From an optimization exercise on the open Yosys and OpenROAD flow, aimed at small area; shortcuts taken in it are not production practice. Function was checked by simulation only, so behaviour that the tests miss may differ from the original. Power and IR drop assume default switching activity.

**flow/config.mk**
```make
export PLATFORM = sky130hd
export DESIGN_NAME = VectorDivTop
export DESIGN_NICKNAME = VectorDivTop
export VERILOG_FILES = /design/flow/design.v
export SDC_FILE = /design/flow/constraint.sdc
export NUM_CORES = 4
export LEC_CHECK = 0
export CAP_MARGIN = 20
export CORE_AREA = 5 5 195 195
export DIE_AREA = 0 0 200 200
export SLEW_MARGIN = 20
```
**flow/constraint.sdc**
```tcl
create_clock -name core_clock -period 6.0 [get_ports {clock}]
set_input_delay 1.2000 -clock core_clock [delete_from_list [all_inputs] [get_ports {clock}]]
set_output_delay 1.2000 -clock core_clock [all_outputs]
set_load 0.01 [all_outputs]
```
**flow/design.v**
```verilog
module VectorDiv(
  input          clock,
  input          reset,
  input  [191:0] io_instr,
  input  [17:0]  io_vlmul,
  output [131:0] io_bundles,
  output [5:0]   io_valid,
  output [2:0]   io_strIndex
);
  reg         stateReg;    
  reg [131:0] bundleReg;
  reg [5:0]   validReg;
  wire [5:0] isV;
  genvar g;
  generate
    for (g = 0; g < 6; g = g + 1) begin : dec
      wire [31:0] in = io_instr[32*g +: 32];
      assign isV[g] = in[6:0] == 7'h57 && in[14:12] == 3'h0 && in[31:26] == 6'h0;
    end
  endgenerate
  wire [21:0] simp [0:4];
  generate
    for (g = 0; g < 5; g = g + 1) begin : sdec
      wire [31:0] in = io_instr[32*(g+1) +: 32];
      assign simp[g] = isV[g+1] ? {1'b1, in[19:15], in[24:20], in[11:7], in[25], in[11:7]} : 22'h0;
    end
  endgenerate
  wire [31:0] in0 = io_instr[31:0];
  wire [21:0] uop [0:7];
  generate
    for (g = 0; g < 8; g = g + 1) begin : cdec
      wire [4:0] a = in0[19:15] + g;
      wire [4:0] b = in0[24:20] + g;
      wire [4:0] d = in0[11:7] + g;
      assign uop[g] = isV[0] ? {1'b1, a, b, d, in0[25], in0[11:7]} : 22'h0;
    end
  endgenerate
  wire [2:0] vl0 = io_vlmul[2:0];
  wire is2 = vl0 == 3'h1;
  wire is4 = vl0 == 3'h2;
  wire is8 = vl0 == 3'h3;
  wire is1 = ~(is2 | is4 | is8);
  wire [5:1] ic;
  generate
    for (g = 1; g < 6; g = g + 1) begin : cx
      assign ic[g] = io_vlmul[3*g+2] == 1'b0 && io_vlmul[3*g +: 2] != 2'b00;
    end
  endgenerate
  wire [5:0] none_;
  assign none_[0] = 1'b1;
  generate
    for (g = 1; g < 6; g = g + 1) begin : nn
      assign none_[g] = none_[g-1] & ~ic[g];
    end
  endgenerate
  wire zeroOff = stateReg & ~is8 & none_[5];
  reg [2:0] nUop;
  reg       ok;
  always @(*) begin
    if (~stateReg) begin
      nUop = is8 ? 3'd6 : is4 ? 3'd4 : is2 ? 3'd2 : 3'd1;
      ok   = 1'b1;
    end else if (zeroOff) begin
      nUop = 3'd1;
      ok   = 1'b1;
    end else begin
      nUop = is8 ? 3'd2 : is4 ? 3'd6 : is2 ? 3'd4 : 3'd3;
      ok   = is8 | (is4 & ic[1]) | (is2 & ~none_[3]) | (is1 & ~none_[4]);
    end
  end
  reg [131:0] nextBundle;
  reg [5:0]   nextValid;
  integer i;
  always @(*) begin
    for (i = 0; i < 6; i = i + 1) begin
      if (~stateReg)
        nextBundle[22*i +: 22] = uop[i];
      else if (i == 0)
        nextBundle[22*i +: 22] = uop[6];
      else if (i == 1)
        nextBundle[22*i +: 22] = uop[7];
      else
        nextBundle[22*i +: 22] = bundleReg[22*i +: 22];
      nextValid[i] = 1'b0;
      if (ok) begin
        if (i < nUop) begin
          nextValid[i] = 1'b1;
        end else if (none_[i - nUop + 1]) begin
          nextValid[i] = 1'b1;
          nextBundle[22*i +: 22] = simp[i - nUop];
        end
      end
    end
  end
  always @(posedge clock) begin
    if (reset)
      stateReg <= 1'b0;
    else
      stateReg <= ~stateReg & is8;
    bundleReg <= nextBundle;
    validReg  <= nextValid;
  end
  assign io_bundles = bundleReg;
  assign io_valid = validReg;
  assign io_strIndex = ~stateReg ? (is8 ? 3'd0 :
                                    is4 ? (ic[1] ? 3'd1 : ic[2] ? 3'd2 : 3'd3) :
                                    is2 ? (ic[1] ? 3'd1 : ic[2] ? 3'd2 : ic[3] ? 3'd3 : ic[4] ? 3'd4 : 3'd5) :
                                          (ic[1] ? 3'd1 : ic[2] ? 3'd2 : ic[3] ? 3'd3 : ic[4] ? 3'd4 : ic[5] ? 3'd5 : 3'd6))
                                 : (ic[1] ? 3'd1 : ic[2] ? 3'd2 : ic[3] ? 3'd3 : ic[4] ? 3'd4 :
                                    (ic[5] | is8) ? 3'd5 : 3'd6);
endmodule
module VectorDivTop(
  input         clock,
  input         reset,
  input  [31:0] io_instr_0,
  input  [31:0] io_instr_1,
  input  [31:0] io_instr_2,
  input  [31:0] io_instr_3,
  input  [31:0] io_instr_4,
  input  [31:0] io_instr_5,
  input  [2:0]  io_vlmul_0,
  input  [2:0]  io_vlmul_1,
  input  [2:0]  io_vlmul_2,
  input  [2:0]  io_vlmul_3,
  input  [2:0]  io_vlmul_4,
  input  [2:0]  io_vlmul_5,
  output        io_outCtrlSignals_0_vecWen,
  output [4:0]  io_outCtrlSignals_0_lsrc_0,
  output [4:0]  io_outCtrlSignals_0_lsrc_1,
  output [4:0]  io_outCtrlSignals_0_ldest,
  output [5:0]  io_outCtrlSignals_0_imm,
  output        io_valid_0,
  output        io_outCtrlSignals_1_vecWen,
  output [4:0]  io_outCtrlSignals_1_lsrc_0,
  output [4:0]  io_outCtrlSignals_1_lsrc_1,
  output [4:0]  io_outCtrlSignals_1_ldest,
  output [5:0]  io_outCtrlSignals_1_imm,
  output        io_valid_1,
  output        io_outCtrlSignals_2_vecWen,
  output [4:0]  io_outCtrlSignals_2_lsrc_0,
  output [4:0]  io_outCtrlSignals_2_lsrc_1,
  output [4:0]  io_outCtrlSignals_2_ldest,
  output [5:0]  io_outCtrlSignals_2_imm,
  output        io_valid_2,
  output        io_outCtrlSignals_3_vecWen,
  output [4:0]  io_outCtrlSignals_3_lsrc_0,
  output [4:0]  io_outCtrlSignals_3_lsrc_1,
  output [4:0]  io_outCtrlSignals_3_ldest,
  output [5:0]  io_outCtrlSignals_3_imm,
  output        io_valid_3,
  output        io_outCtrlSignals_4_vecWen,
  output [4:0]  io_outCtrlSignals_4_lsrc_0,
  output [4:0]  io_outCtrlSignals_4_lsrc_1,
  output [4:0]  io_outCtrlSignals_4_ldest,
  output [5:0]  io_outCtrlSignals_4_imm,
  output        io_valid_4,
  output        io_outCtrlSignals_5_vecWen,
  output [4:0]  io_outCtrlSignals_5_lsrc_0,
  output [4:0]  io_outCtrlSignals_5_lsrc_1,
  output [4:0]  io_outCtrlSignals_5_ldest,
  output [5:0]  io_outCtrlSignals_5_imm,
  output        io_valid_5,
  output [2:0]  io_strIndex
);
  wire [131:0] bundles;
  wire [5:0]   valids;
  VectorDiv core (
    .clock(clock),
    .reset(reset),
    .io_instr({io_instr_5, io_instr_4, io_instr_3, io_instr_2, io_instr_1, io_instr_0}),
    .io_vlmul({io_vlmul_5, io_vlmul_4, io_vlmul_3, io_vlmul_2, io_vlmul_1, io_vlmul_0}),
    .io_bundles(bundles),
    .io_valid(valids),
    .io_strIndex(io_strIndex)
  );
  assign {io_outCtrlSignals_0_vecWen, io_outCtrlSignals_0_lsrc_0, io_outCtrlSignals_0_lsrc_1,
          io_outCtrlSignals_0_ldest, io_outCtrlSignals_0_imm} = bundles[21:0];
  assign {io_outCtrlSignals_1_vecWen, io_outCtrlSignals_1_lsrc_0, io_outCtrlSignals_1_lsrc_1,
          io_outCtrlSignals_1_ldest, io_outCtrlSignals_1_imm} = bundles[43:22];
  assign {io_outCtrlSignals_2_vecWen, io_outCtrlSignals_2_lsrc_0, io_outCtrlSignals_2_lsrc_1,
          io_outCtrlSignals_2_ldest, io_outCtrlSignals_2_imm} = bundles[65:44];
  assign {io_outCtrlSignals_3_vecWen, io_outCtrlSignals_3_lsrc_0, io_outCtrlSignals_3_lsrc_1,
          io_outCtrlSignals_3_ldest, io_outCtrlSignals_3_imm} = bundles[87:66];
  assign {io_outCtrlSignals_4_vecWen, io_outCtrlSignals_4_lsrc_0, io_outCtrlSignals_4_lsrc_1,
          io_outCtrlSignals_4_ldest, io_outCtrlSignals_4_imm} = bundles[109:88];
  assign {io_outCtrlSignals_5_vecWen, io_outCtrlSignals_5_lsrc_0, io_outCtrlSignals_5_lsrc_1,
          io_outCtrlSignals_5_ldest, io_outCtrlSignals_5_imm} = bundles[131:110];
  assign {io_valid_5, io_valid_4, io_valid_3, io_valid_2, io_valid_1, io_valid_0} = valids;
endmodule
```
**flow/run.sh**
```bash
#!/bin/bash
# synth_recipe.tcl (not shown) runs the flow's synth.tcl, then flattens the netlist and writes it again
# the make line also repeats each setting of config.mk as NAME=value (left out here)
make -C /OpenROAD-flow-scripts/flow DESIGN_CONFIG=/design/flow/config.mk WORK_HOME=/design/flow/orfs CLKGATE_MAP_FILE= SYNTH_SCRIPT=/design/flow/synth_recipe.tcl finish
```
==> results.cfg, run 1 <==
[clocking]
cts_max_path_buffers = 2
cts_inserted_buffers = 17
cts_resized = 0
clock_latency_ns = 0.44
cts_setup_buffers = 0
cts-hold-fix-buffers = 0
cts-root-buf = clkbuf_16
clkTransAtPathRegs_ns = 0.07
clkSinkCount = 138
h-tree-depth = 4
cts_tree = done

[sta]
max_freq_mhz = 194
tightest_slew_ns = 0.955
max-slew-margin-rel = 0.360
setup_ws_ns = 0.834
period_share = 0.861
rsz0062_at_grt = false
final.setup.tns_ns = 0
fin_crit_ns = 5.17
slew_violations = 0
setup_violations = 0
finalClockSkew_ns = 0.00948
hold_viol_final = 0

[global_route]
grtUsageMet2 = 0.430
grt_pass1_vias = 12600
grt_first_pass_wirelength_um = 85300
grt.busiest_layer = met2
grt_overflow = 0
antenna_found_initial = 5
use_met1 = 0.387
met3_usage = 0.0968
grt_usage = 0.284
grt_max_degree = 87

[power_and_ir_drop]
p_comb_frac = 0.310
power_frac_clock = 0.348
power_leakage_nw = 5.29
powerDensity_nw_per_um2 = 211
max-vdd-ir-drop_mv = 0.205
sw_frac_of_total = 0.353
p_switching_mw = 1.11
pwr-share-seq = 0.341
p_int_mw = 2.04

[critical_path]
critPathTopFamily = compound AO/OA/AOI/OAI gates
required_ns = 6.38
critPathKind = primary input to flop
cp_num_buf_inv = 4
start_kind = primary input
rr_worst_depth = 13
cp_slowest_cell = clkdlybuf4s50_1
reg2reg_from = core.stateReg$_SDFF_PP0_
crit_cells = 14
slowest_delay_ns = 0.77
crit_arrival_ns = 5.55
path_cells = clkdlybuf4s50_1 -> nand2b_1 -> o22ai_2 -> a21oi_2 -> inv_2 -> ha_1 -> inv_1 -> ha_1 -> inv_1 -> and3_1 -> a22oi_1 -> and3_1 -> a211oi_1 -> a31o_2
endpoint_kind = flop
startpoint = io_vlmul_0[1]
crit_fanout = 14

[synthesis]
ys_top_cells_by_count = a21oi_1, dfxtp_1, nand2_1, a22oi_1, clkbuf_1
synth_area_um2 = 10300
synth_area_per_cell_um2 = 7.66
synth.distinct_cells = 76
ys_warn_count = 1
syn_nets = 1607
synth.area.top_cells = dfxtp_1, a21oi_1, a22oi_1, ha_1, nand2_1
yosys.area.top_type_share = 0.267
synthFlopType = dfxtp_1
synth_edf_count = 0
synthArstFlopShare = 0
synth_area_leader_cell = dfxtp_1
yosysMostFrequentCell = a21oi_1
ys_ff_latch = 138
syn_inst = 1350
ys_seq_area_frac = 0.267

[detailed_routing]
routed_wl_um = 59600
wl_per_cell_um = 28.1
ant_nets = 0
drt_iter0_drc = 2042
vias = 13000
dr.pass1.iters = 8
viasPerCell = 6.12
drc = 0

[die]
fp.dieH_um = 200
die_area_um2 = 40000
row_count = 69
initial_core_util = 0.291
io_pins = 353
die_width_um = 200
core_um2 = 35600

[placed_design]
port_buffers = 352
place_ws_ns = 0.478
dp_hpwl_um = 44600
place_area_um2 = 14300
placed_cells = 2085
place_congestion = 0.954

[min_path]
hp-start = core.bundleReg[89]$_DFF_P_
min_path_type = flop to flop
hold_depth = 2

[cells_and_area]
fin_util = 0.420
fin_cells = 2119
fin_area_um2 = 14900
syn_to_final_growth_pct = 44.5
nets = 1900
drive_gt1_frac = 0.0743
fillers = 3677

[job]
maxCapViolations = 0

[outcome]
outcome = no timing/DRC/antenna violations
cells by family (layout without fill, tap and decap cells):
family,after synthesis,count (layout),synth area share
compound gates,549,549,0.368
simple gates,402,402,0.197
buf+inv,158,464,0.0626
flops,138,138,0.267
xor+xnor,50,50,0.0424
fa+ha+maj,45,45,0.0552
mux,8,8,0.00775
other cells,0,2,0
layer usage:
layer,up-vias,wire (um),part of all wire
li1,5747,-,-
met2,921,25600,0.43
met3,140,7580,0.13
met5,-,21,0.00035
met4,4,1720,0.029
met1,6160,24600,0.41
registers in the layout (all words and copies together), names as in the netlist:
signal / cells
core.stateReg: 1
core.bundleReg: 131
core.validReg: 6
layout make-up:
type,count,area [um^2],share of cell area
Tap cell,461,577,0.0386
Timing Repair Buffer,405,3920,0.263
Clock inverter,15,173,0.0116
Multi-Input combinational cell,1054,6960,0.466
Sequential cell,138,2770,0.185
Clock buffer,17,425,0.0285
Inverter,27,101,0.00679
Antenna cell,2,5.00,0.000335
power by group through the flow:
stage	clock network [mW]	registers, mW	logic (mW)
after floorplan	0	1.11	0.360
after global placement	0	1.10	0.958
after detailed placement	0	1.10	0.958
after CTS	1.11	1.08	0.963
after global routing	1.15	1.08	1.03
final	1.10	1.08	0.979
final timing paths:
path | endpoint | slack (ns)
setup reg to reg | core.bundleReg[1]$_DFF_P_ | 1.86
hold reg to reg | core.bundleReg[89]$_DFF_P_ | 0.47
setup / recovery | core.bundleReg[1]$_DFF_P_ | 0.83
hold / removal | core.bundleReg[89]$_DFF_P_ | 0.47
metrics by stage:
stage	hold slack (ns)	power, mW
after floorplan	0.486	1.47
after global placement	0.454	2.05
after detailed placement	0.462	2.05
after CTS	0.473	3.15
after global routing	0.488	3.26
final	0.468	3.15
cell usage in the layout (no fill, tap or decap), drive strengths merged, types with 15 or more instances in the layout:
cell and count:
nor2 66, a22oi 95, xnor2 28, a211oi 24, a222oi 24, nand2 106
nor3 55, dfxtp 138, buf 53, nand3 57, and2 16, and3 40
clkbuf 17, a31oi 24, ha 44, a221oi 29, xor2 22, a21boi 23
clkdlybuf4s50 352, a21oi 156, nor4 15, inv 35, o21ai 62
tightest hold or removal path, stage by stage (launching register included):
cell,delay [ns]
dfxtp_1,0.31
nand2_1,0.06
a21oi_1,0.05
==> run 2, diff against run 1 <==
--- a/flow/design.v
+++ b/flow/design.v
@@ -10,5 +10,10 @@
   reg         stateReg;    
-  reg [131:0] bundleReg;
+  reg [16:0]  slotReg [0:5];
   reg [5:0]   validReg;
+  reg         add6Reg;     
+  reg         add1Reg;     
+  reg         add7Reg;     
+  reg [5:2]   addIReg;     
   wire [5:0] isV;
+  wire [16:0] rawF [0:5];
   genvar g;
@@ -18,19 +23,3 @@
       assign isV[g] = in[6:0] == 7'h57 && in[14:12] == 3'h0 && in[31:26] == 6'h0;
-    end
-  endgenerate
-  wire [21:0] simp [0:4];
-  generate
-    for (g = 0; g < 5; g = g + 1) begin : sdec
-      wire [31:0] in = io_instr[32*(g+1) +: 32];
-      assign simp[g] = isV[g+1] ? {1'b1, in[19:15], in[24:20], in[11:7], in[25], in[11:7]} : 22'h0;
-    end
-  endgenerate
-  wire [31:0] in0 = io_instr[31:0];
-  wire [21:0] uop [0:7];
-  generate
-    for (g = 0; g < 8; g = g + 1) begin : cdec
-      wire [4:0] a = in0[19:15] + g;
-      wire [4:0] b = in0[24:20] + g;
-      wire [4:0] d = in0[11:7] + g;
-      assign uop[g] = isV[0] ? {1'b1, a, b, d, in0[25], in0[11:7]} : 22'h0;
+      assign rawF[g] = {1'b1, in[19:15], in[24:20], in[11:7], in[25]};
     end
@@ -70,24 +59,27 @@
   end
-  reg [131:0] nextBundle;
-  reg [5:0]   nextValid;
-  integer i;
+  wire [4:1] useN;
+  assign useN[1] = ok & (nUop == 3'd1);
+  assign useN[2] = ok & (nUop == 3'd2);
+  assign useN[3] = ok & (nUop == 3'd3);
+  assign useN[4] = ok & (nUop == 3'd4);
+  reg [5:0]  takeS;
+  reg [5:0]  nextValid;
+  reg [16:0] nextSlot [0:5];
+  reg        sel;
+  integer i, m;
   always @(*) begin
     for (i = 0; i < 6; i = i + 1) begin
-      if (~stateReg)
-        nextBundle[22*i +: 22] = uop[i];
-      else if (i == 0)
-        nextBundle[22*i +: 22] = uop[6];
-      else if (i == 1)
-        nextBundle[22*i +: 22] = uop[7];
+      takeS[i] = 1'b0;
+      nextSlot[i] = 17'h0;
+      for (m = 0; m < 5; m = m + 1)
+        if (i - m >= 1 && i - m <= 4) begin
+          sel = useN[i - m] & none_[m + 1];
+          takeS[i] = takeS[i] | sel;
+          nextSlot[i] = nextSlot[i] | ({17{sel & isV[m + 1]}} & rawF[m + 1]);
+        end
+      if (~stateReg || i < 2)
+        nextSlot[i] = nextSlot[i] | ({17{~takeS[i] & isV[0]}} & rawF[0]);
       else
-        nextBundle[22*i +: 22] = bundleReg[22*i +: 22];
-      nextValid[i] = 1'b0;
-      if (ok) begin
-        if (i < nUop) begin
-          nextValid[i] = 1'b1;
-        end else if (none_[i - nUop + 1]) begin
-          nextValid[i] = 1'b1;
-          nextBundle[22*i +: 22] = simp[i - nUop];
-        end
-      end
+        nextSlot[i] = nextSlot[i] | ({17{~takeS[i]}} & slotReg[i]);
+      nextValid[i] = ok & ((i < nUop) | takeS[i]);
     end
@@ -99,6 +91,29 @@
       stateReg <= ~stateReg & is8;
-    bundleReg <= nextBundle;
-    validReg  <= nextValid;
+    for (i = 0; i < 6; i = i + 1)
+      slotReg[i] <= nextSlot[i];
+    validReg <= nextValid;
+    add6Reg <= stateReg & isV[0];
+    add1Reg <= ~takeS[1] & isV[0];
+    add7Reg <= stateReg & ~takeS[1] & isV[0];
+    for (i = 2; i < 6; i = i + 1)
+      if (takeS[i])
+        addIReg[i] <= 1'b0;
+      else if (~stateReg)
+        addIReg[i] <= isV[0];
   end
-  assign io_bundles = bundleReg;
+  wire [2:0] addv [0:5];
+  assign addv[0] = {add6Reg, add6Reg, 1'b0};
+  assign addv[1] = {add7Reg, add7Reg, add1Reg};
+  generate
+    for (g = 2; g < 6; g = g + 1) begin : av
+      assign addv[g] = addIReg[g] ? g : 3'd0;
+    end
+    for (g = 0; g < 6; g = g + 1) begin : ob
+      wire [16:0] s = slotReg[g];
+      wire [4:0] a = s[15:11] + addv[g];
+      wire [4:0] b = s[10:6] + addv[g];
+      wire [4:0] d = s[5:1] + addv[g];
+      assign io_bundles[22*g +: 22] = {s[16], a, b, d, s[0], s[5:1]};
+    end
+  endgenerate
   assign io_valid = validReg;
==> flow/flow/run.sh (new file) <==
#!/bin/bash
# Standard layout, with plain buf_1 cells as the port buffers.
set -euo pipefail
export BUFFER_PORTS_ARGS="-buffer_cell sky130_fd_sc_hd__buf_1"
bash standard.sh > make_finish.log 2>&1
==> flow/standard.sh (new file) <==
#!/bin/bash
# synth_recipe.tcl (not shown) runs the flow's synth.tcl, then flattens the netlist and writes it again
# the make line also repeats each setting of config.mk as NAME=value (left out here)
make -C /OpenROAD-flow-scripts/flow DESIGN_CONFIG=/design/flow/config.mk WORK_HOME=/design/flow/orfs CLKGATE_MAP_FILE= SYNTH_SCRIPT=/design/flow/synth_recipe.tcl "${@:-finish}"
--- a/flow/config.mk
+++ b/flow/config.mk
@@ -8,4 +8,5 @@
 export CAP_MARGIN = 20
-export CORE_AREA = 5 5 195 195
-export DIE_AREA = 0 0 200 200
+export CORE_AREA = 5 5 135 135
+export CTS_BUF_LIST = sky130_fd_sc_hd__clkbuf_4 sky130_fd_sc_hd__clkbuf_8
+export DIE_AREA = 0 0 140 140
 export SLEW_MARGIN = 20
removed: flow/run.sh
==> run 2 against run 1 <==
Against the previous run: worst hold slack improved by 0.086 ns; cell count decreased by 36%; critical path depth decreased by 8; register-to-register slack improved by 0.88 ns; die area decreased by 51%; critical path type is now primary input to primary output; critical endpoint is now io_strIndex[1].
==> results.cfg, run 2 <==
[clocking]
clock_latency_ns = 0.44
cts_resized = 0
clkSinkCount = 116
cts_inserted_buffers = 17
cts-hold-fix-buffers = 0
cts-root-buf = clkbuf_8
clkTransAtPathRegs_ns = 0.08
cts_tree = done
cts_max_path_buffers = 2
cts_setup_buffers = 0
h-tree-depth = 4

[critical_path]
crit_arrival_ns = 2.83
endpoint_kind = primary output
start_kind = primary input
r2r_setup_slack_ns = 2.74
required_ns = 4.80
critPathKind = primary input to primary output
crit_fanout = 10

[job]
maxCapViolations = 0

[power_and_ir_drop]
powerDensity_nw_per_um2 = 193
p_comb_frac = 0.105
max-vdd-ir-drop_mv = 0.130
sw_frac_of_total = 0.285
pwr-share-seq = 0.442
p_int_mw = 1.26
power_frac_clock = 0.453
power_leakage_nw = 3.47
p_switching_uw = 500
total_power_mw = 1.76

[synthesis]
ys_top_cells_by_count = dfxtp_1, nand2_1, a22oi_1, buf_4, a222oi_1
ys_warn_count = 3
synth_edf_count = 0
ys_seq_area_frac = 0.310
synthFlopType = dfxtp_1
yosys.area.top_type_share = 0.310
synth_area_leader_cell = dfxtp_1
synth_area_um2 = 7500
synth.area.top_cells = dfxtp_1, ha_1, a222oi_1, a22oi_1, a22o_1
synth_area_per_cell_um2 = 9.05
synthArstFlopShare = 0
syn_nets = 1092
syn_inst = 829
synth.distinct_cells = 69
yosysMostFrequentCell = dfxtp_1
ys_ff_latch = 116

[cells_and_area]
drive_gt1_frac = 0.0802
fin_util = 0.548
largest_reg_flops = 102
layout_commonest_cell = buf_1
nets = 1385
diodes = 0
fillers = 1672
syn_to_final_growth_pct = 21.2
regArea_um2 = 2320
layout_common_cells = buf_1, dfxtp_1, nand2_1
multi_input_area_um2 = 4480
regMostFlops = core.slotReg
top_regs = core.slotReg: 102 flops, core.validReg: 6 flops, core.addIReg: 4 flops

[sta]
max_freq_mhz = 248
setup_violations = 0
rsz0062_at_grt = false
hold_viol_final = 0
final.setup.tns_ns = 0
max-slew-margin-rel = 0.277
fin_crit_ns = 4.03
slew_violations = 0
tightest_slew_ns = 1.08
period_share = 0.672
finalClockSkew_ns = 0.0125

[global_route]
grt_max_degree = 71
grt_usage = 0.288
grt_overflow = 0
antenna_found_initial = 0
grt_first_pass_wirelength_um = 44400
grt_pass1_vias = 7666

[placed_design]
dp_hpwl_um = 23300
place_congestion = 0.961
port_buffers = 352

[die]
fp.dieH_um = 140
io_pins = 353
core_um2 = 16600
initial_core_util = 0.452
die_width_um = 140
row_count = 47
die_area_um2 = 19600

[detailed_routing]
viasPerCell = 5.81
drt_iter0_drc = 991
wl_per_cell_um = 21.9
vias = 7876
ant_nets = 0
drc = 0
routed_wl_um = 29700
dr.pass1.iters = 9

[min_path]
min_path_type = flop to flop

[outcome]
outcome = no timing/DRC/antenna violations
## run 2: cell types whose count changed after synthesis, sizes merged, moves of 30 or more
cell / previous run / this run
a22o: 12 / 42
nor3: 55 / 10
nand3: 57 / 17
a21oi: 156 / 21
and3: 40 / 1
clkbuf: 83 / 20
a22oi: 95 / 60
nor2: 66 / 18
## run 2: area by class of cell
class	count	share of cell area
inverter	34	0.0140
clock inverter	15	0.0212
tap	220	0.0303
multi-input combinational	584	0.494
timing repair buffer	369	0.159
clock buffer	17	0.0258
sequential	116	0.256
## run 2: cells by family after synthesis
logic type / Yosys count / share of synthesized area
xor gates and xnor gates: 42 / 0.0491
buffers and inverters: 129 / 0.0948
AOI/OAI and AO/OA: 280 / 0.296
muxes: 1 / 0.00133
adders and majority gates: 51 / 0.0941
and+or+nand+nor: 210 / 0.155
DFF: 116 / 0.310
## run 2: worst paths after layout
check,start,to,cells past startpoint
worst min register to register,core.slotReg[4][16]$_DFF_P_,core.slotReg[4][16]$_DFF_P_,2
worst max register to register,core.stateReg$_SDFF_PP0_,core.slotReg[5][13]$_DFF_P_,7
worst max-delay path,io_vlmul_0[1],io_strIndex[1],6
worst min-delay path,core.slotReg[4][16]$_DFF_P_,core.slotReg[4][16]$_DFF_P_,2
## run 2: per-layer routing
layer  track usage  part of all wire  vias to the layer above
li1              -                 -                     3679
met1         0.411              0.44                     3684
met2         0.423              0.43                      467
met3        0.0893              0.11                       46
met4        0.0750             0.019                        0
met5             0                 0                        -
## run 2: power groups by stage
| stage | combinational, mW | sequential [mW] | clock (mW) |
|---|---|---|---|
| floorplan | 0.0693 | 0.795 | 0 |
| global placement | 0.180 | 0.794 | 0 |
| detailed placement | 0.179 | 0.794 | 0 |
| CTS | 0.179 | 0.776 | 0.804 |
| global route | 0.198 | 0.776 | 0.844 |
| finish | 0.185 | 0.776 | 0.795 |
## run 2: worst max-delay path, cell delays in order
cell      delay (ns)
buf_1           0.30
nor2b_1         0.14
or4b_1          0.67
a211oi_1        0.30
nor3_1          0.08
buf_1           0.14
## run 2: through the flow
| step | area [um^2] | setup WS (ns) | hold WS, ns | std cells |
|---|---|---|---|---|
| after floorplan | 7500 | 2.41 | 0.473 | 829 |
| after global placement | 8660 | 2.01 | 0.523 | 1323 |
| after detailed placement | 8660 | 1.98 | 0.539 | 1323 |
| after CTS | 9090 | 1.97 | 0.561 | 1355 |
| after global routing | 9090 | 1.89 | 0.586 | 1355 |
| final | 9090 | 1.97 | 0.555 | 1355 |
==> run 3, diff against run 2 <==
==> flow/run.sh (new file) <==
#!/bin/bash
# synth_recipe.tcl (not shown) runs the flow's synth.tcl, then flattens the netlist and writes it again
# the make line also repeats each setting of config.mk as NAME=value (left out here)
make -C /OpenROAD-flow-scripts/flow DESIGN_CONFIG=/design/flow/config.mk WORK_HOME=/design/flow/orfs CLKGATE_MAP_FILE= SYNTH_SCRIPT=/design/flow/synth_recipe.tcl finish
--- a/flow/config.mk
+++ b/flow/config.mk
@@ -8,5 +8,4 @@
 export CAP_MARGIN = 20
-export CORE_AREA = 5 5 135 135
-export CTS_BUF_LIST = sky130_fd_sc_hd__clkbuf_4 sky130_fd_sc_hd__clkbuf_8
-export DIE_AREA = 0 0 140 140
+export CORE_AREA = 5 5 195 195
+export DIE_AREA = 0 0 200 200
 export SLEW_MARGIN = 20
removed: flow/flow/run.sh
removed: flow/standard.sh
==> run 3 against run 2 <==
Against the previous run: wire length rose by 28%; maximum frequency fell by 16%; global-route usage fell by 11 points; clock skew fell by 0.0011 ns; combinational power rose by 59%; sequential power barely moved; power rose by 21%; worst hold slack improved by 0.0047 ns; utilization fell by 22 points; setup slack got worse by 0.76 ns; flip-flop and latch count did not move.
==> results.cfg, run 3 <==
[cells_and_area]
top_regs = core.slotReg: 102 flops, core.validReg: 6 flops, core.addIReg: 4 flops
syn_to_final_growth_pct = 57.2
nets = 1386
layout_common_cells = clkdlybuf4s50_1, dfxtp_1, nand2_1
layout_commonest_cell = clkdlybuf4s50_1
regMostFlops = core.slotReg
fin_cells = 1605
largest_reg_flops = 102
drive_gt1_frac = 0.0801

[die]
die_area_um2 = 40000
fp.dieH_um = 200
row_count = 69
initial_core_util = 0.211
core_um2 = 35600
die_width_um = 200
io_pins = 353

[sta]
max_freq_mhz = 209
finalClockSkew_ns = 0.0114
max-slew-margin-rel = 0.315
hold_viol_final = 0
slew_violations = 0
final.setup.tns_ns = 0
setup_violations = 0
period_share = 0.798
rsz0062_at_grt = false
tightest_slew_ns = 1.02
fin_crit_ns = 4.79

[clocking]
cts_resized = 0
clkTransAtPathRegs_ns = 0.05
cts_inserted_buffers = 17
clkSinkCount = 116
cts-hold-fix-buffers = 0
cts_tree = done
clock_latency_ns = 0.43
cts_max_path_buffers = 2
h-tree-depth = 4
cts_setup_buffers = 0
cts-root-buf = clkbuf_16

[detailed_routing]
dr.pass1.iters = 9
wl_met1_um = 16900
dr_wl_met2_um = 17200
viasPerCell = 4.94
ant_nets = 0
drc = 0
vias = 7925
wl_per_cell_um = 23.7
dr_wl_met3_um = 2810
drt_iter0_drc = 793
highest_layer = met5
routed_wl_um = 38000

[synthesis]
synth_edf_count = 0
synthArstFlopShare = 0
yosysMostFrequentCell = dfxtp_1
syn_nets = 1092
ys_top_cells_by_count = dfxtp_1, nand2_1, a22oi_1, buf_4, a222oi_1
syn_inst = 829
ys_seq_area_frac = 0.310
synth_area_um2 = 7500
synth_area_per_cell_um2 = 9.05
ys_ff_latch = 116
ys_warn_count = 3
synth.area.top_cells = dfxtp_1, ha_1, a222oi_1, a22oi_1, a22o_1
synthFlopType = dfxtp_1
synth_area_leader_cell = dfxtp_1
synth.distinct_cells = 69
yosys.area.top_type_share = 0.310

[critical_path]
start_kind = primary input
crit_arrival_ns = 3.59
path_cells = clkdlybuf4s50_1 -> nor2b_1 -> or4b_1 -> a211oi_1 -> nor3_1 -> clkdlybuf4s50_1
critPathMostFrequentCell = clkdlybuf4s50_1
crit_fanout = 10
critPathKind = primary input to primary output
required_ns = 4.80
endpoint_kind = primary output
reg2reg_from = core.stateReg$_SDFF_PP0_
startpoint = io_vlmul_0[1]
cp_slowest_cell = or4b_1
slowest_delay_ns = 0.66

[global_route]
antenna_found_initial = 9
grt_pass1_vias = 7971
grt_first_pass_wirelength_um = 54000
grt_max_degree = 65
grt_usage = 0.183
grt_overflow = 0

[min_path]
min_path_type = flop to flop
hp-start = core.slotReg[5][8]$_DFF_P_

[placed_design]
dp_hpwl_um = 30500
place_congestion = 0.933
placed_cells = 1565
port_buffers = 352

[outcome]
outcome = no timing/DRC/antenna violations

[power_and_ir_drop]
power_leakage_nw = 4.43
p_switching_uw = 523
powerDensity_nw_per_um2 = 180
power_frac_clock = 0.494
p_int_mw = 1.60
sw_frac_of_total = 0.247
pwr-share-seq = 0.367
max-vdd-ir-drop_mv = 0.147
total_power_mw = 2.12
p_comb_frac = 0.139

[job]
maxCapViolations = 0
run 3: layer usage:
| layer | vias to the layer above | track usage |
|---|---|---|
| li1 | 3698 | - |
| met1 | 3790 | 0.253 |
| met3 | 60 | 0.0421 |
| met5 | - | 0 |
| met2 | 375 | 0.276 |
| met4 | 2 | 0.0707 |
run 3: power groups by stage:
stage               Combinational, mW  Clock [mW]  Sequential (mW)
finish                          0.294        1.05            0.778
global route                    0.308        1.10            0.778
CTS                             0.292        1.07            0.778
detailed placement              0.291           0            0.795
global placement                0.291           0            0.795
floorplan                      0.0693           0            0.795
run 3: cell type report:
type                       instances  area [um^2]
fill                            3672        23800
multi-input combinational        584         4480
timing repair buffer             370         3660
sequential                       116         2320
tap                              461          577
clock buffer                      19          443
clock inverter                    13          158
inverter                          34          128
antenna                            8         20.0
run 3: cells by family (layout without fill, tap and decap cells):
| group | count (synthesis) | count (layout) | synth area share |
|---|---|---|---|
| compound gates | 280 | 280 | 0.296 |
| xor+xnor | 42 | 42 | 0.0491 |
| fa+ha+maj | 51 | 51 | 0.0941 |
| buf+inv | 129 | 436 | 0.0948 |
| flops | 116 | 116 | 0.310 |
| mux | 1 | 1 | 0.00133 |
| other cells | 0 | 8 | 0 |
| simple gates | 210 | 210 | 0.155 |
run 3: per-stage QoR:
step           utilization  setup WS [ns]  instance area (um^2)  hold slack (ns)
6_report             0.332           1.21                 11800            0.559
5_1_grt              0.332           1.12                 11800            0.599
4_1_cts              0.331           1.21                 11800            0.561
3_5_place_dp         0.314           1.22                 11200            0.545
3_3_place_gp         0.314           1.25                 11200            0.518
2_1_floorplan            -           2.41                  7500            0.473
run 3: path summary, 6_finish.rpt:
check / endpoint / slack [ns] / depth (start not counted)
min reg2reg: core.slotReg[5][8]$_DFF_P_ / 0.56 / 2
max: io_strIndex[1] / 1.21 / 6
min: core.slotReg[5][8]$_DFF_P_ / 0.56 / 2
max reg2reg: core.slotReg[3][16]$_DFF_P_ / 2.81 / 6
run 3: critical path, delay by kind of cell:
| kind | cells | cell delay (ns) |
|---|---|---|
| compound gates | 1 | 0.29 |
| simple gates | 3 | 1.00 |
| buf+inv | 2 | 1.10 |
==> run 4, diff against run 3 <==
==> flow/flow/run.sh (new file) <==
#!/bin/bash
# Standard layout with two changes:
#  - after the standard synthesis, the combinational logic is re-mapped by ABC for area
#    (the flip-flops are kept; the result is checked against the standard netlist and
#    dropped if the check fails);
#  - the port buffers are plain buf_1 cells.
set -euo pipefail
W=$(pwd)
R=$W/orfs/results/$FLOW_PLATFORM/VectorDivTop/base
YOSYS=$FLOW_HOME/../tools/install/yosys/bin/yosys
LIB=$FLOW_HOME/platforms/sky130hd/lib/sky130_fd_sc_hd__tt_025C_1v80.lib
export BUFFER_PORTS_ARGS="-buffer_cell sky130_fd_sc_hd__buf_1"

bash standard.sh synth > make_synth.log 2>&1
cp "$R/1_2_yosys.v" "$W/synth_standard.v"

sub() { sed -e "s#@LIB@#$LIB#g; s#@TOP@#$FLOW_TOP#g; s#@IN@#$W/synth_standard.v#g; s#@OUT@#$W/synth_reopt.v#g; s#@ABC@#$W/flow/reopt.abc#g; s#@GOLD@#$W/synth_standard.v#g; s#@GATE@#$W/synth_reopt.v#g" "$1" > "$2"; }
sub flow/reopt.ys reopt.ys
sub flow/equiv.ys equiv.ys
if "$YOSYS" -s reopt.ys > yosys_reopt.log 2>&1 && "$YOSYS" -s equiv.ys > yosys_equiv.log 2>&1; then
  echo "re-mapped netlist used" > reopt_status.txt
  cp "$W/synth_reopt.v" "$R/1_2_yosys.v"
else
  echo "re-mapped netlist dropped" > reopt_status.txt
fi

bash standard.sh > make_finish.log 2>&1
==> flow/flow/equiv.ys (new file) <==
# Check that the re-mapped netlist does what the standard synthesis's netlist does.
read_liberty -ignore_miss_func @LIB@
read_verilog @GOLD@
rename @TOP@ gold
read_verilog @GATE@
rename @TOP@ gate
rename -hide gold/w:_* gold/c:_* gate/w:_* gate/c:_*
flatten gold gate
opt_clean
equiv_make gold gate equiv
hierarchy -top equiv
equiv_simple -seq 2
equiv_induct -seq 2
equiv_status -assert
==> flow/flow/reopt.abc (new file) <==
strash
ifraig
dc2
strash
&get -n
&dch -f
&nf -R 1000
&put
==> flow/flow/reopt.ys (new file) <==
# Re-map the combinational logic of the standard synthesis for area.
# The flip-flops are kept as they are (same instances, names and cells).
read_liberty -ignore_miss_func @LIB@
read_verilog @IN@
hierarchy -top @TOP@
setattr -mod -set keep_hierarchy 1 sky130_fd_sc_hd__dfxtp_1
setattr -mod -set keep_hierarchy 1 sky130_fd_sc_hd__edfxtp_1
setattr -mod -set keep_hierarchy 1 sky130_fd_sc_hd__dfrtp_1
setattr -mod -set keep_hierarchy 1 sky130_fd_sc_hd__dfstp_1
setattr -mod -set keep_hierarchy 1 sky130_fd_sc_hd__conb_1
flatten
opt_clean
abc -liberty @LIB@ -dont_use sky130_fd_sc_hd__lpflow_bleeder_1 -dont_use sky130_fd_sc_hd__lpflow_clkbufkapwr_1 -dont_use sky130_fd_sc_hd__lpflow_clkbufkapwr_16 -dont_use sky130_fd_sc_hd__lpflow_clkbufkapwr_2 -dont_use sky130_fd_sc_hd__lpflow_clkbufkapwr_4 -dont_use sky130_fd_sc_hd__lpflow_clkbufkapwr_8 -dont_use sky130_fd_sc_hd__lpflow_clkinvkapwr_1 -dont_use sky130_fd_sc_hd__lpflow_clkinvkapwr_16 -dont_use sky130_fd_sc_hd__lpflow_clkinvkapwr_2 -dont_use sky130_fd_sc_hd__lpflow_clkinvkapwr_4 -dont_use sky130_fd_sc_hd__lpflow_clkinvkapwr_8 -dont_use sky130_fd_sc_hd__lpflow_decapkapwr_12 -dont_use sky130_fd_sc_hd__lpflow_decapkapwr_3 -dont_use sky130_fd_sc_hd__lpflow_decapkapwr_4 -dont_use sky130_fd_sc_hd__lpflow_decapkapwr_6 -dont_use sky130_fd_sc_hd__lpflow_decapkapwr_8 -dont_use sky130_fd_sc_hd__lpflow_inputiso0n_1 -dont_use sky130_fd_sc_hd__lpflow_inputiso0p_1 -dont_use sky130_fd_sc_hd__lpflow_inputiso1n_1 -dont_use sky130_fd_sc_hd__lpflow_inputiso1p_1 -dont_use sky130_fd_sc_hd__lpflow_inputisolatch_1 -dont_use sky130_fd_sc_hd__lpflow_isobufsrc_1 -dont_use sky130_fd_sc_hd__lpflow_isobufsrc_16 -dont_use sky130_fd_sc_hd__lpflow_isobufsrc_2 -dont_use sky130_fd_sc_hd__lpflow_isobufsrc_4 -dont_use sky130_fd_sc_hd__lpflow_isobufsrc_8 -dont_use sky130_fd_sc_hd__lpflow_isobufsrckapwr_16 -dont_use sky130_fd_sc_hd__lpflow_lsbuf_lh_hl_isowell_tap_1 -dont_use sky130_fd_sc_hd__lpflow_lsbuf_lh_hl_isowell_tap_2 -dont_use sky130_fd_sc_hd__lpflow_lsbuf_lh_hl_isowell_tap_4 -dont_use sky130_fd_sc_hd__lpflow_lsbuf_lh_isowell_4 -dont_use sky130_fd_sc_hd__lpflow_lsbuf_lh_isowell_tap_1 -dont_use sky130_fd_sc_hd__lpflow_lsbuf_lh_isowell_tap_2 -dont_use sky130_fd_sc_hd__lpflow_lsbuf_lh_isowell_tap_4 -dont_use sky130_fd_sc_hd__probe_p_8 -dont_use sky130_fd_sc_hd__probec_p_8  -script @ABC@
opt_clean -purge
hilomap -singleton -hicell sky130_fd_sc_hd__conb_1 HI -locell sky130_fd_sc_hd__conb_1 LO
insbuf -buf sky130_fd_sc_hd__buf_4 A X
opt_clean -purge
stat -liberty @LIB@
select @TOP@
write_verilog -noattr -nohex -nodec -selected @OUT@
==> flow/standard.sh (new file) <==
#!/bin/bash
# synth_recipe.tcl (not shown) runs the flow's synth.tcl, then flattens the netlist and writes it again
# the make line also repeats each setting of config.mk as NAME=value (left out here)
make -C /OpenROAD-flow-scripts/flow DESIGN_CONFIG=/design/flow/config.mk WORK_HOME=/design/flow/orfs CLKGATE_MAP_FILE= SYNTH_SCRIPT=/design/flow/synth_recipe.tcl "${@:-finish}"
--- a/flow/config.mk
+++ b/flow/config.mk
@@ -9,2 +9,3 @@
 export CORE_AREA = 5 5 195 195
+export CTS_BUF_LIST = sky130_fd_sc_hd__clkbuf_4 sky130_fd_sc_hd__clkbuf_8
 export DIE_AREA = 0 0 200 200
removed: flow/run.sh
==> run 4 against run 3 <==
Against the previous run: clock skew increased by 0.0064 ns; cell area decreased by 27%; area after synthesis decreased by 13%; setup slack better by 0.51 ns; wire length decreased by 7.5%; worst hold slack got worse by 0.041 ns; cell count shrank 1.9%; critical endpoint is now core.slotReg[5][4]$_DFF_P_; via count decreased by 3.2%; first-iteration DRC count rose by 21%; non-clock buffer count shrank 9; critical path depth rose by 9; flip-flop and latch count unchanged.
==> results.cfg, run 4 <==
[sta]
tightest_slew_ns = 1.18
final.setup.tns_ns = 0
fin_crit_ns = 4.28
hold_viol_final = 0
max-slew-margin-rel = 0.209
setup_violations = 0
period_share = 0.714
finalClockSkew_ns = 0.0178
rsz0062_at_grt = false
max_freq_mhz = 234
setup_ws_ns = 1.72
slew_violations = 0

[detailed_routing]
ant_nets = 0
viasPerCell = 4.87
wl_per_cell_um = 22.3
vias = 7668
drt_iter0_drc = 962
routed_wl_um = 35100
dr.pass1.iters = 8
drc = 0

[critical_path]
crit_arrival_ns = 4.64
critPathTopFamily = compound AO/OA/AOI/OAI gates
cp_num_buf_inv = 3
required_ns = 6.35
path_cells = buf_1 -> nor2_1 -> or2_0 -> and2_0 -> o21ai_0 -> nor2_2 -> buf_4 -> a31oi_1 -> o21ai_0 -> nor2_1 -> nand2_1 -> nor2_1 -> a21oi_1 -> clkinv_1 -> o21ai_0
cp_slowest_cell = clkinv_1
slowest_delay_ns = 0.54
endpoint_kind = flop
crit_fanout = 18
critPathKind = primary input to flop
start_kind = primary input

[clocking]
h-tree-depth = 4
cts_tree = done
clock_latency_ns = 0.45
cts_resized = 0
clkTransAtPathRegs_ns = 0.08
cts_max_path_buffers = 2
clkSinkCount = 116
cts-root-buf = clkbuf_8
cts-hold-fix-buffers = 0
cts_inserted_buffers = 17
cts_setup_buffers = 0

[synthesis]
synth_area_um2 = 6490
synth_area_per_cell_um2 = 8.53
ys_warn_count = 3
syn_nets = 973
syn_inst = 761

[power_and_ir_drop]
p_comb_frac = 0.114
pwr-share-seq = 0.461
max-vdd-ir-drop_mv = 0.0909
powerDensity_nw_per_um2 = 201
power_frac_clock = 0.426
power_leakage_nw = 2.83
p_int_mw = 1.22
p_switching_uw = 497
sw_frac_of_total = 0.289

[placed_design]
place_ws_ns = 1.33
dp_hpwl_um = 27000
place_congestion = 0.885
port_buffers = 352

[cells_and_area]
layout_commonest_cell = buf_1
largest_reg_flops = 102
top_regs = core.slotReg: 102 flops, core.validReg: 6 flops, core.addIReg: 4 flops
syn_to_final_growth_pct = 31.9
regMostFlops = core.slotReg
drive_gt1_frac = 0.0533
nets = 1305
layout_common_cells = buf_1, dfxtp_1, o21ai_0

[die]
row_count = 69
io_pins = 353
fp.dieH_um = 200
initial_core_util = 0.182
die_area_um2 = 40000
core_um2 = 35600
die_width_um = 200

[global_route]
grt_overflow = 0
grtUsageMet2 = 0.262
grt_pass1_vias = 7267
use_met1 = 0.209
grt.busiest_layer = met2
grt_max_degree = 47
grt_first_pass_wirelength_um = 48400
met3_usage = 0.0611
antenna_found_initial = 8
grt_usage = 0.165

[outcome]
outcome = no timing/DRC/antenna violations

[job]
maxCapViolations = 0

[min_path]
min_path_type = flop to flop
-- run 4: final timing paths --
kind / endpoint / start / cells after the start / slack, ns
setup / recovery: core.slotReg[5][4]$_DFF_P_ / io_vlmul_1[0] / 15 / 1.72
hold / removal: core.slotReg[4][7]$_DFF_P_ / core.slotReg[4][7]$_DFF_P_ / 2 / 0.52
setup reg to reg: core.slotReg[4][5]$_DFF_P_ / core.stateReg$_SDFF_PP0_ / 10 / 2.25
hold reg to reg: core.slotReg[4][7]$_DFF_P_ / core.slotReg[4][7]$_DFF_P_ / 2 / 0.52
-- run 4: metrics by stage --
stage	utilization	power [mW]	instance area, um^2	instances	hold WS, ns
CTS	0.240	1.74	8530	1566	0.513
finish	0.241	1.72	8560	1575	0.518
global placement	0.229	1.00	8140	1534	0.476
global route	0.240	1.79	8550	1571	0.534
detailed placement	0.229	1.00	8140	1534	0.491
floorplan	-	0.879	6490	761	0.466
-- run 4: final cells by class --
type                    instances  area (um^2)
repair buffers                361         1390
diodes                          8         20.0
clock inverters                13          135
clock buffers                  19          249
flip-flops and latches        116         2320
multi-input cells             589         3830
fillers                      3990        27000
inverters                       8         30.0
well taps                     461          577
-- run 4: power groups by stage --
stage          sequential, mW  combinational, mW  clock (mW)
2_1_floorplan           0.810             0.0690           0
3_3_place_gp            0.810              0.191           0
3_5_place_dp            0.810              0.194           0
4_1_cts                 0.792              0.195       0.752
5_1_grt                 0.794              0.214       0.785
6_report                0.792              0.195       0.732
-- run 4: worst register-to-register path, stage by stage (launching register included) --
cell      delay, ns
dfxtp_2        0.33
clkinv_1       0.49
nor2_1         0.42
nor3_1         0.14
or2_0          0.30
o21a_1         0.37
nor3_2         0.86
buf_4          0.34
a222oi_1       0.11
a21boi_0       0.18
o21ai_0        0.12
-- run 4: per-layer routing --
metal  share of wire  vias up
met5         0.00063        -
met4           0.019        4
met3            0.12       44
met2            0.46      464
met1            0.40     3601
li1                -     3555
==> run 5, diff against run 4 <==
--- a/flow/config.mk
+++ b/flow/config.mk
@@ -9,3 +9,5 @@
 export CORE_AREA = 5 5 195 195
-export CTS_BUF_LIST = sky130_fd_sc_hd__clkbuf_4 sky130_fd_sc_hd__clkbuf_8
+export CTS_BUF_LIST = sky130_fd_sc_hd__clkbuf_8
+export CTS_CLUSTER_DIAMETER = 100
+export CTS_CLUSTER_SIZE = 30
 export DIE_AREA = 0 0 200 200
==> run 5 against run 4 <==
Against the previous run: cell area barely moved; critical path depth fell by 8; sequential power barely moved; non-clock buffer count did not move; still clean; largest cell class unchanged.
==> results.cfg, run 5 <==
[clocking]
cts_setup_buffers = 0
h-tree-depth = 4
cts_inserted_buffers = 17
cts_tree = done
cts-hold-fix-buffers = 0
clkSinkCount = 116
cts_resized = 0
clock_latency_ns = 0.45
cts_max_path_buffers = 2
cts-root-buf = clkbuf_8
clkTransAtPathRegs_ns = 0.08

[detailed_routing]
wl_met1_um = 14200
vias = 7662
routed_wl_um = 35100
highest_layer = met5
viasPerCell = 4.86
dr_wl_met3_um = 4110
drc = 0
ant_nets = 0
dr.pass1.iters = 8
dr_wl_met2_um = 16100
wl_per_cell_um = 22.3
drt_iter0_drc = 986

[cells_and_area]
multi_input_area_um2 = 3830
regMostFlops = core.slotReg
fin_cells = 1575
fillers = 3989
syn_to_final_growth_pct = 31.8
largest_reg_flops = 102
top_regs = core.slotReg: 102 flops, core.validReg: 6 flops, core.addIReg: 4 flops
drive_gt1_frac = 0.0515
layout_common_cells = buf_1, dfxtp_1, o21ai_0
layout_commonest_cell = buf_1
regArea_um2 = 2320
fin_util = 0.240
nets = 1305

[die]
fp.dieH_um = 200
io_pins = 353
initial_core_util = 0.182
core_um2 = 35600
die_area_um2 = 40000
die_width_um = 200
row_count = 69

[critical_path]
required_ns = 4.80
reg2reg_from = core.stateReg$_SDFF_PP0_
endpoint_kind = primary output
crit_fanout = 10
rr_worst_depth = 10
timing.rr.end = core.slotReg[4][5]$_DFF_P_
cp-endpoint = io_strIndex[0]
startpoint = io_vlmul_0[0]
r2r_setup_slack_ns = 2.23
start_kind = primary input
critPathKind = primary input to primary output
crit_arrival_ns = 3.10

[sta]
final.setup.tns_ns = 0
max_freq_mhz = 233
tightest_slew_ns = 1.18
slew_violations = 0
hold_viol_final = 0
rsz0062_at_grt = false
finalClockSkew_ns = 0.0171
setup_violations = 0
hold_ws_ns = 0.518
fin_crit_ns = 4.30
max-slew-margin-rel = 0.214
period_share = 0.717

[placed_design]
port_buffers = 352
placed_cells = 1534
dp_hpwl_um = 27000
place_congestion = 0.885

[synthesis]
synth_area_um2 = 6490
ys_warn_count = 3
syn_nets = 973
synth_area_per_cell_um2 = 8.53
syn_inst = 761

[global_route]
grt_pass1_vias = 7267
grt_overflow = 0
antenna_found_initial = 8
grt_max_degree = 47
grt_first_pass_wirelength_um = 48400
grt_usage = 0.165

[power_and_ir_drop]
max-vdd-ir-drop_mv = 0.0895
powerDensity_nw_per_um2 = 199
power_leakage_nw = 2.83

[job]
maxCapViolations = 0

[min_path]
min_path_type = flop to flop

[outcome]
outcome = no timing/DRC/antenna violations
[run 5: area by class of cell]
cell class                 count  share of cell area
antenna                        8             0.00234
clock buffer                  17              0.0274
clock inverter                15              0.0167
inverter                       8             0.00351
multi-input combinational    589               0.448
sequential                   116               0.272
tap                          461              0.0674
timing repair buffer         361               0.163
[run 5: stage by stage]
step | total power, mW | instance area, um^2 | worst slack, ns
after floorplan | 0.879 | 6490 | 1.44
after global routing | 1.78 | 8540 | 1.31
after CTS | 1.73 | 8520 | 1.63
final | 1.71 | 8550 | 1.70
after detailed placement | 1.00 | 8140 | 1.33
after global placement | 1.00 | 8140 | 1.54
[run 5: how the worst min path moves through the flow]
stage,from,endpoint,slack (ns),cells past startpoint
2_1_floorplan,core.slotReg[4][0]$_DFF_P_,core.slotReg[4][0]$_DFF_P_,0.47,2
3_3_place_gp,core.slotReg[4][11]$_DFF_P_,core.slotReg[4][11]$_DFF_P_,0.48,2
3_5_place_dp,core.slotReg[4][12]$_DFF_P_,core.slotReg[4][12]$_DFF_P_,0.49,2
4_1_cts,core.slotReg[4][12]$_DFF_P_,core.slotReg[4][12]$_DFF_P_,0.51,2
5_1_grt,core.slotReg[4][12]$_DFF_P_,core.slotReg[4][12]$_DFF_P_,0.53,2
6_report,core.slotReg[4][7]$_DFF_P_,core.slotReg[4][7]$_DFF_P_,0.52,2
[run 5: routing by layer]
layer,global-route usage,up-vias
li1,-,3549
met1,0.209,3619
met2,0.262,441
met3,0.0611,49
met4,0.0493,4
met5,0,-
[run 5: worst max-delay path: stages]
cell      delay (ns)
buf_1           0.21
clkinv_1        0.20
or4b_1          0.80
a21oi_1         0.20
o21ai_0         0.10
a21oi_1         0.19
buf_1           0.20
[run 5: report_power, final]
group          internal, mW  switching [mW]  leakage (nW)  total, mW
Sequential            0.782          0.0105         0.939      0.792
Clock                 0.364           0.354         0.198      0.718
Combinational        0.0636           0.132          1.70      0.195
Total                  1.21           0.496          2.83       1.71
==> run 6, diff against run 5 <==
--- a/flow/flow/run.sh
+++ b/flow/flow/run.sh
@@ -5,3 +5,4 @@
 #    dropped if the check fails);
-#  - the port buffers are plain buf_1 cells.
+#  - the port buffers are plain buf_1 cells;
+#  - clock tree synthesis adds no dummy loads.
 set -euo pipefail
@@ -12,2 +13,3 @@
 export BUFFER_PORTS_ARGS="-buffer_cell sky130_fd_sc_hd__buf_1"
+export CTS_ARGS="-sink_clustering_enable -repair_clock_nets -sink_clustering_size 30 -sink_clustering_max_diameter 100 -buf_list sky130_fd_sc_hd__clkbuf_8 -dont_use_dummy_load"
 
==> run 6 against run 5 <==
Against the previous run: combinational power about the same; first-iteration DRC count down 14%; wire length down 0.40%; critical path type is now primary input to flop; largest cell class unchanged.
==> results.cfg, run 6 <==
[die]
initial_core_util = 0.182
fp.dieH_um = 200
die_area_um2 = 40000
core_um2 = 35600
io_pins = 353
row_count = 69
die_width_um = 200

[sta]
max-slew-margin-rel = 0.213
setup_violations = 0
hold_viol_final = 0
final.setup.tns_ns = 0
tightest_slew_ns = 1.18
max_freq_mhz = 229
rsz0062_at_grt = false
finalClockSkew_ns = 0.0286
setup_ws_ns = 1.63
slew_violations = 0
period_share = 0.729
fin_crit_ns = 4.37

[placed_design]
place_area_um2 = 8140
place_congestion = 0.885
place_ws_ns = 1.33
dp_hpwl_um = 27000
port_buffers = 352

[detailed_routing]
dr.pass1.iters = 11
ant_nets = 0
drt_iter0_drc = 846
wl_per_cell_um = 22.4
routed_wl_um = 34900
drc = 0
viasPerCell = 4.85
vias = 7565

[global_route]
antenna_found_initial = 8
grt_overflow = 0
grt_max_degree = 47
grt_first_pass_wirelength_um = 48200
grt_usage = 0.164
grt_pass1_vias = 7253

[min_path]
min_path_type = flop to flop

[clocking]
clkSinkCount = 116
cts_resized = 0
h-tree-depth = 4
cts_max_path_buffers = 2
cts-hold-fix-buffers = 0
clock_latency_ns = 0.44
cts_inserted_buffers = 17
cts_tree = done
cts-root-buf = clkbuf_8
clkTransAtPathRegs_ns = 0.06
cts_setup_buffers = 0

[cells_and_area]
nets = 1305
layout_commonest_cell = buf_1
largest_reg_flops = 102
drive_gt1_frac = 0.0403
top_regs = core.slotReg: 102 flops, core.validReg: 6 flops, core.addIReg: 4 flops
fin_area_um2 = 8410
regMostFlops = core.slotReg
layout_common_cells = buf_1, dfxtp_1, o21ai_0
syn_to_final_growth_pct = 29.6

[critical_path]
start_kind = primary input
crit_fanout = 18
critPathKind = primary input to flop
path_cells = buf_1 -> nor2_1 -> or2_0 -> and2_0 -> o21ai_0 -> nor2_2 -> buf_4 -> a31oi_1 -> o21ai_0 -> nor2_1 -> nand2_1 -> nor2_1 -> a21oi_1 -> clkinv_1 -> o21ai_0
slowest_delay_ns = 0.54
endpoint_kind = flop
required_ns = 6.34
cp_slowest_cell = clkinv_1
crit_arrival_ns = 4.71

[synthesis]
syn_inst = 761
syn_nets = 973
synth_area_per_cell_um2 = 8.53
ys_warn_count = 3
synth_area_um2 = 6490

[power_and_ir_drop]
powerDensity_nw_per_um2 = 182
power_leakage_nw = 2.76
max-vdd-ir-drop_mv = 0.0898

[outcome]
outcome = no timing/DRC/antenna violations

[job]
maxCapViolations = 0
-- run 6: metal layers --
metal / GRT usage / vias to the layer above / share of wire
met5: 0 / - / 0.00063
met4: 0.0483 / 4 / 0.021
met3: 0.0623 / 50 / 0.12
met2: 0.261 / 465 / 0.46
met1: 0.209 / 3517 / 0.40
li1: - / 3529 / -
-- run 6: worst max-delay path: cells and delay by family --
kind	cells	cell delay, ns
AO/OA/AOI/OAI	5	1.40
buffers and inverters	3	0.92
AND/OR/NAND/NOR	7	1.17
-- run 6: stage by stage --
step	hold WS, ns	instances	power, mW	utilization
floorplan	0.466	761	0.879	-
global placement	0.476	1534	1.00	0.229
detailed placement	0.491	1534	1.00	0.229
CTS	0.509	1551	1.55	0.236
global route	0.531	1556	1.60	0.236
finish	0.514	1559	1.53	0.236
-- run 6: report_power, final --
group | total, mW | internal [mW] | switching [mW]
clock | 0.538 | 0.249 | 0.289
sequential | 0.793 | 0.783 | 0.0104
combinational | 0.196 | 0.0636 | 0.132
-- run 6: worst paths after layout --
kind	end	slack, ns	cells past startpoint	from
max reg2reg	core.slotReg[4][5]$_DFF_P_	2.30	10	core.stateReg$_SDFF_PP0_
min reg2reg	core.slotReg[4][12]$_DFF_P_	0.51	2	core.slotReg[4][12]$_DFF_P_
min	core.slotReg[4][12]$_DFF_P_	0.51	2	core.slotReg[4][12]$_DFF_P_
max	core.slotReg[5][4]$_DFF_P_	1.63	15	io_vlmul_1[0]
-- run 6: area by class of cell --
class | instances | area [um^2]
timing repair buffer | 361 | 1390
multi-input combinational | 589 | 3830
fill | 3997 | 27200
inverter | 8 | 30.0
antenna | 7 | 17.5
tap | 461 | 577
clock buffer | 17 | 234
sequential | 116 | 2320
==> run 7, diff against run 6 <==
--- a/flow/flow/run.sh
+++ b/flow/flow/run.sh
@@ -1,3 +1,3 @@
 #!/bin/bash
-# Standard layout with two changes:
+# Standard layout with three changes:
 #  - after the standard synthesis, the combinational logic is re-mapped by ABC for area
==> run 7 against run 6 <==
Against the previous run: still clean on timing, DRC and antenna; utilization stayed put; synthesized cell count stayed put; critical path depth stayed put; cell count stayed put; sequential share of layout area stayed put; via count stayed put; maximum frequency stayed put; critical path type unchanged; highest routed layer unchanged.
==> results.cfg, run 7 <==
[synthesis]
syn_inst = 761
ys_warn_count = 3
syn_nets = 973
synth_area_per_cell_um2 = 8.53
synth_area_um2 = 6490

[outcome]
outcome = no timing/DRC/antenna violations

[cells_and_area]
regMostFlops = core.slotReg
syn_to_final_growth_pct = 29.6
drive_gt1_frac = 0.0403
layout_commonest_cell = buf_1
layout_common_cells = buf_1, dfxtp_1, o21ai_0
top_regs = core.slotReg: 102 flops, core.validReg: 6 flops, core.addIReg: 4 flops
multi_input_area_um2 = 3830
largest_reg_flops = 102
fillers = 3997
fin_cells = 1559
nets = 1305
regArea_um2 = 2320

[sta]
rsz0062_at_grt = false
final.setup.tns_ns = 0
finalClockSkew_ns = 0.0286
hold_viol_final = 0
period_share = 0.729
fin_crit_ns = 4.37
setup_violations = 0
tightest_slew_ns = 1.18
slew_violations = 0
max-slew-margin-rel = 0.213
max_freq_mhz = 229

[clocking]
cts-root-buf = clkbuf_8
clkTransAtPathRegs_ns = 0.06
h-tree-depth = 4
cts_max_path_buffers = 2
clkSinkCount = 116
cts_inserted_buffers = 17
cts_setup_buffers = 0
cts_tree = done
cts-hold-fix-buffers = 0
clock_latency_ns = 0.44
cts_resized = 0

[job]
maxCapViolations = 0

[detailed_routing]
ant_nets = 0
dr.pass1.iters = 11
drt_iter0_drc = 846
drc = 0
vias = 7565
routed_wl_um = 34900
wl_per_cell_um = 22.4
viasPerCell = 4.85

[critical_path]
start_kind = primary input
critPathKind = primary input to flop
endpoint_kind = flop
required_ns = 6.34
path_cells = buf_1 -> nor2_1 -> or2_0 -> and2_0 -> o21ai_0 -> nor2_2 -> buf_4 -> a31oi_1 -> o21ai_0 -> nor2_1 -> nand2_1 -> nor2_1 -> a21oi_1 -> clkinv_1 -> o21ai_0
crit_arrival_ns = 4.71
cp_slowest_cell = clkinv_1
slowest_delay_ns = 0.54
crit_fanout = 18

[die]
die_width_um = 200
fp.dieH_um = 200
row_count = 69
io_pins = 353
die_area_um2 = 40000
core_um2 = 35600
initial_core_util = 0.182

[placed_design]
placed_cells = 1534
port_buffers = 352
dp_hpwl_um = 27000
place_congestion = 0.885

[power_and_ir_drop]
powerDensity_nw_per_um2 = 182
max-vdd-ir-drop_mv = 0.0898
power_leakage_nw = 2.76

[min_path]
min_path_type = flop to flop

[global_route]
grt_usage = 0.164
grt_first_pass_wirelength_um = 48200
grt_overflow = 0
use_met1 = 0.209
met3_usage = 0.0623
antenna_found_initial = 8
grt_pass1_vias = 7253
grtUsageMet2 = 0.261
grt_max_degree = 47
grt.busiest_layer = met2
-- run 7: path summary, 6_finish.rpt --
check                               from                           to  slack, ns  cells after the start
min reg2reg  core.slotReg[4][12]$_DFF_P_  core.slotReg[4][12]$_DFF_P_       0.51                      2
max reg2reg     core.stateReg$_SDFF_PP0_   core.slotReg[4][5]$_DFF_P_       2.30                     10
max                        io_vlmul_1[0]   core.slotReg[5][4]$_DFF_P_       1.63                     15
min          core.slotReg[4][12]$_DFF_P_  core.slotReg[4][12]$_DFF_P_       0.51                      2
-- run 7: worst max-delay path, delay by kind of cell --
kind | cells | cell delay (ns)
AO/OA/AOI/OAI | 5 | 1.40
buffers and inverters | 3 | 0.92
AND/OR/NAND/NOR | 7 | 1.17
-- run 7: layer usage --
layer	vias to the layer above	routed length [um]
met5	-	22
met4	4	742
met3	50	4160
met2	465	16000
met1	3517	14000
li1	3529	-
-- run 7: area by class of cell --
cell class / instances / area share
Antenna cell: 7 / 0.00208
Clock buffer: 17 / 0.0278
Inverter: 8 / 0.00357
Multi-Input combinational cell: 589 / 0.456
Sequential cell: 116 / 0.276
Tap cell: 461 / 0.0686
Timing Repair Buffer: 361 / 0.166
-- run 7: where the power goes --
| part | total (mW) | leakage, nW | switching (mW) | internal, mW |
|---|---|---|---|---|
| Sequential | 0.793 | 0.939 | 0.0104 | 0.783 |
| Clock | 0.538 | 0.122 | 0.289 | 0.249 |
| Combinational | 0.196 | 1.70 | 0.132 | 0.0636 |
-- run 7: stage by stage --
stage | total power, mW | worst slack (ns) | hold slack (ns) | instance area (um^2) | util
2_1_floorplan | 0.879 | 1.44 | 0.466 | 6490 | -
3_5_place_dp | 1.00 | 1.33 | 0.491 | 8140 | 0.229
6_report | 1.53 | 1.63 | 0.514 | 8410 | 0.236
5_1_grt | 1.60 | 1.30 | 0.531 | 8400 | 0.236
4_1_cts | 1.55 | 1.64 | 0.509 | 8380 | 0.236
3_3_place_gp | 1.00 | 1.54 | 0.476 | 8140 | 0.229

## static timing again, ports no longer ideal
Ports are ideal in the flow. The routed layouts listed here were re-timed in OpenROAD.
Step 1 assumes that a clkbuf_16 drives the clock port and a buf_2 every other input.
Step 2, shift: input delay + t, output delay - t, t = (earliest + latest rising clock arrival at the registers) / 2. This alone moves slack from input paths to output paths.
Slacks: ideal ports / drivers / drivers and shift; pairs: ideal ports / drivers.
| run | t (ns) | setup WS [ns] | hold slack, ns | clock arrival spread, ns | slew at the worst register clock pin (ns) |
|---|---|---|---|---|---|
| run 1 | 0.491 | 0.834 / 0.859 / 0.368 | 0.468 / 0.468 / 0.468 | 0.012 / 0.012 | 0.07 / 0.07 |
| run 2 | 0.476 | 1.968 / 1.936 / 1.936 | 0.555 / 0.555 / 0.555 | 0.016 / 0.015 | 0.08 / 0.08 |
| run 3 | 0.460 | 1.210 / 1.179 / 1.179 | 0.559 / 0.559 / 0.559 | 0.018 / 0.018 | 0.06 / 0.06 |
| run 4 | 0.479 | 1.717 / 1.670 / 1.252 | 0.518 / 0.518 / 0.518 | 0.018 / 0.018 | 0.09 / 0.09 |
| run 5 | 0.475 | 1.700 / 1.652 / 1.254 | 0.518 / 0.518 / 0.518 | 0.017 / 0.017 | 0.09 / 0.09 |
| run 6 | 0.469 | 1.628 / 1.645 / 1.176 | 0.514 / 0.514 / 0.514 | 0.028 / 0.028 | 0.08 / 0.08 |
| run 7 | 0.469 | 1.628 / 1.645 / 1.176 | 0.514 / 0.514 / 0.514 | 0.028 / 0.028 | 0.08 / 0.08 |
After both steps setup and hold are still met in every run listed. For run 1, which loses most, drivers alone change the setup slack by +0.025 ns; drivers and shift together by -0.466 ns.
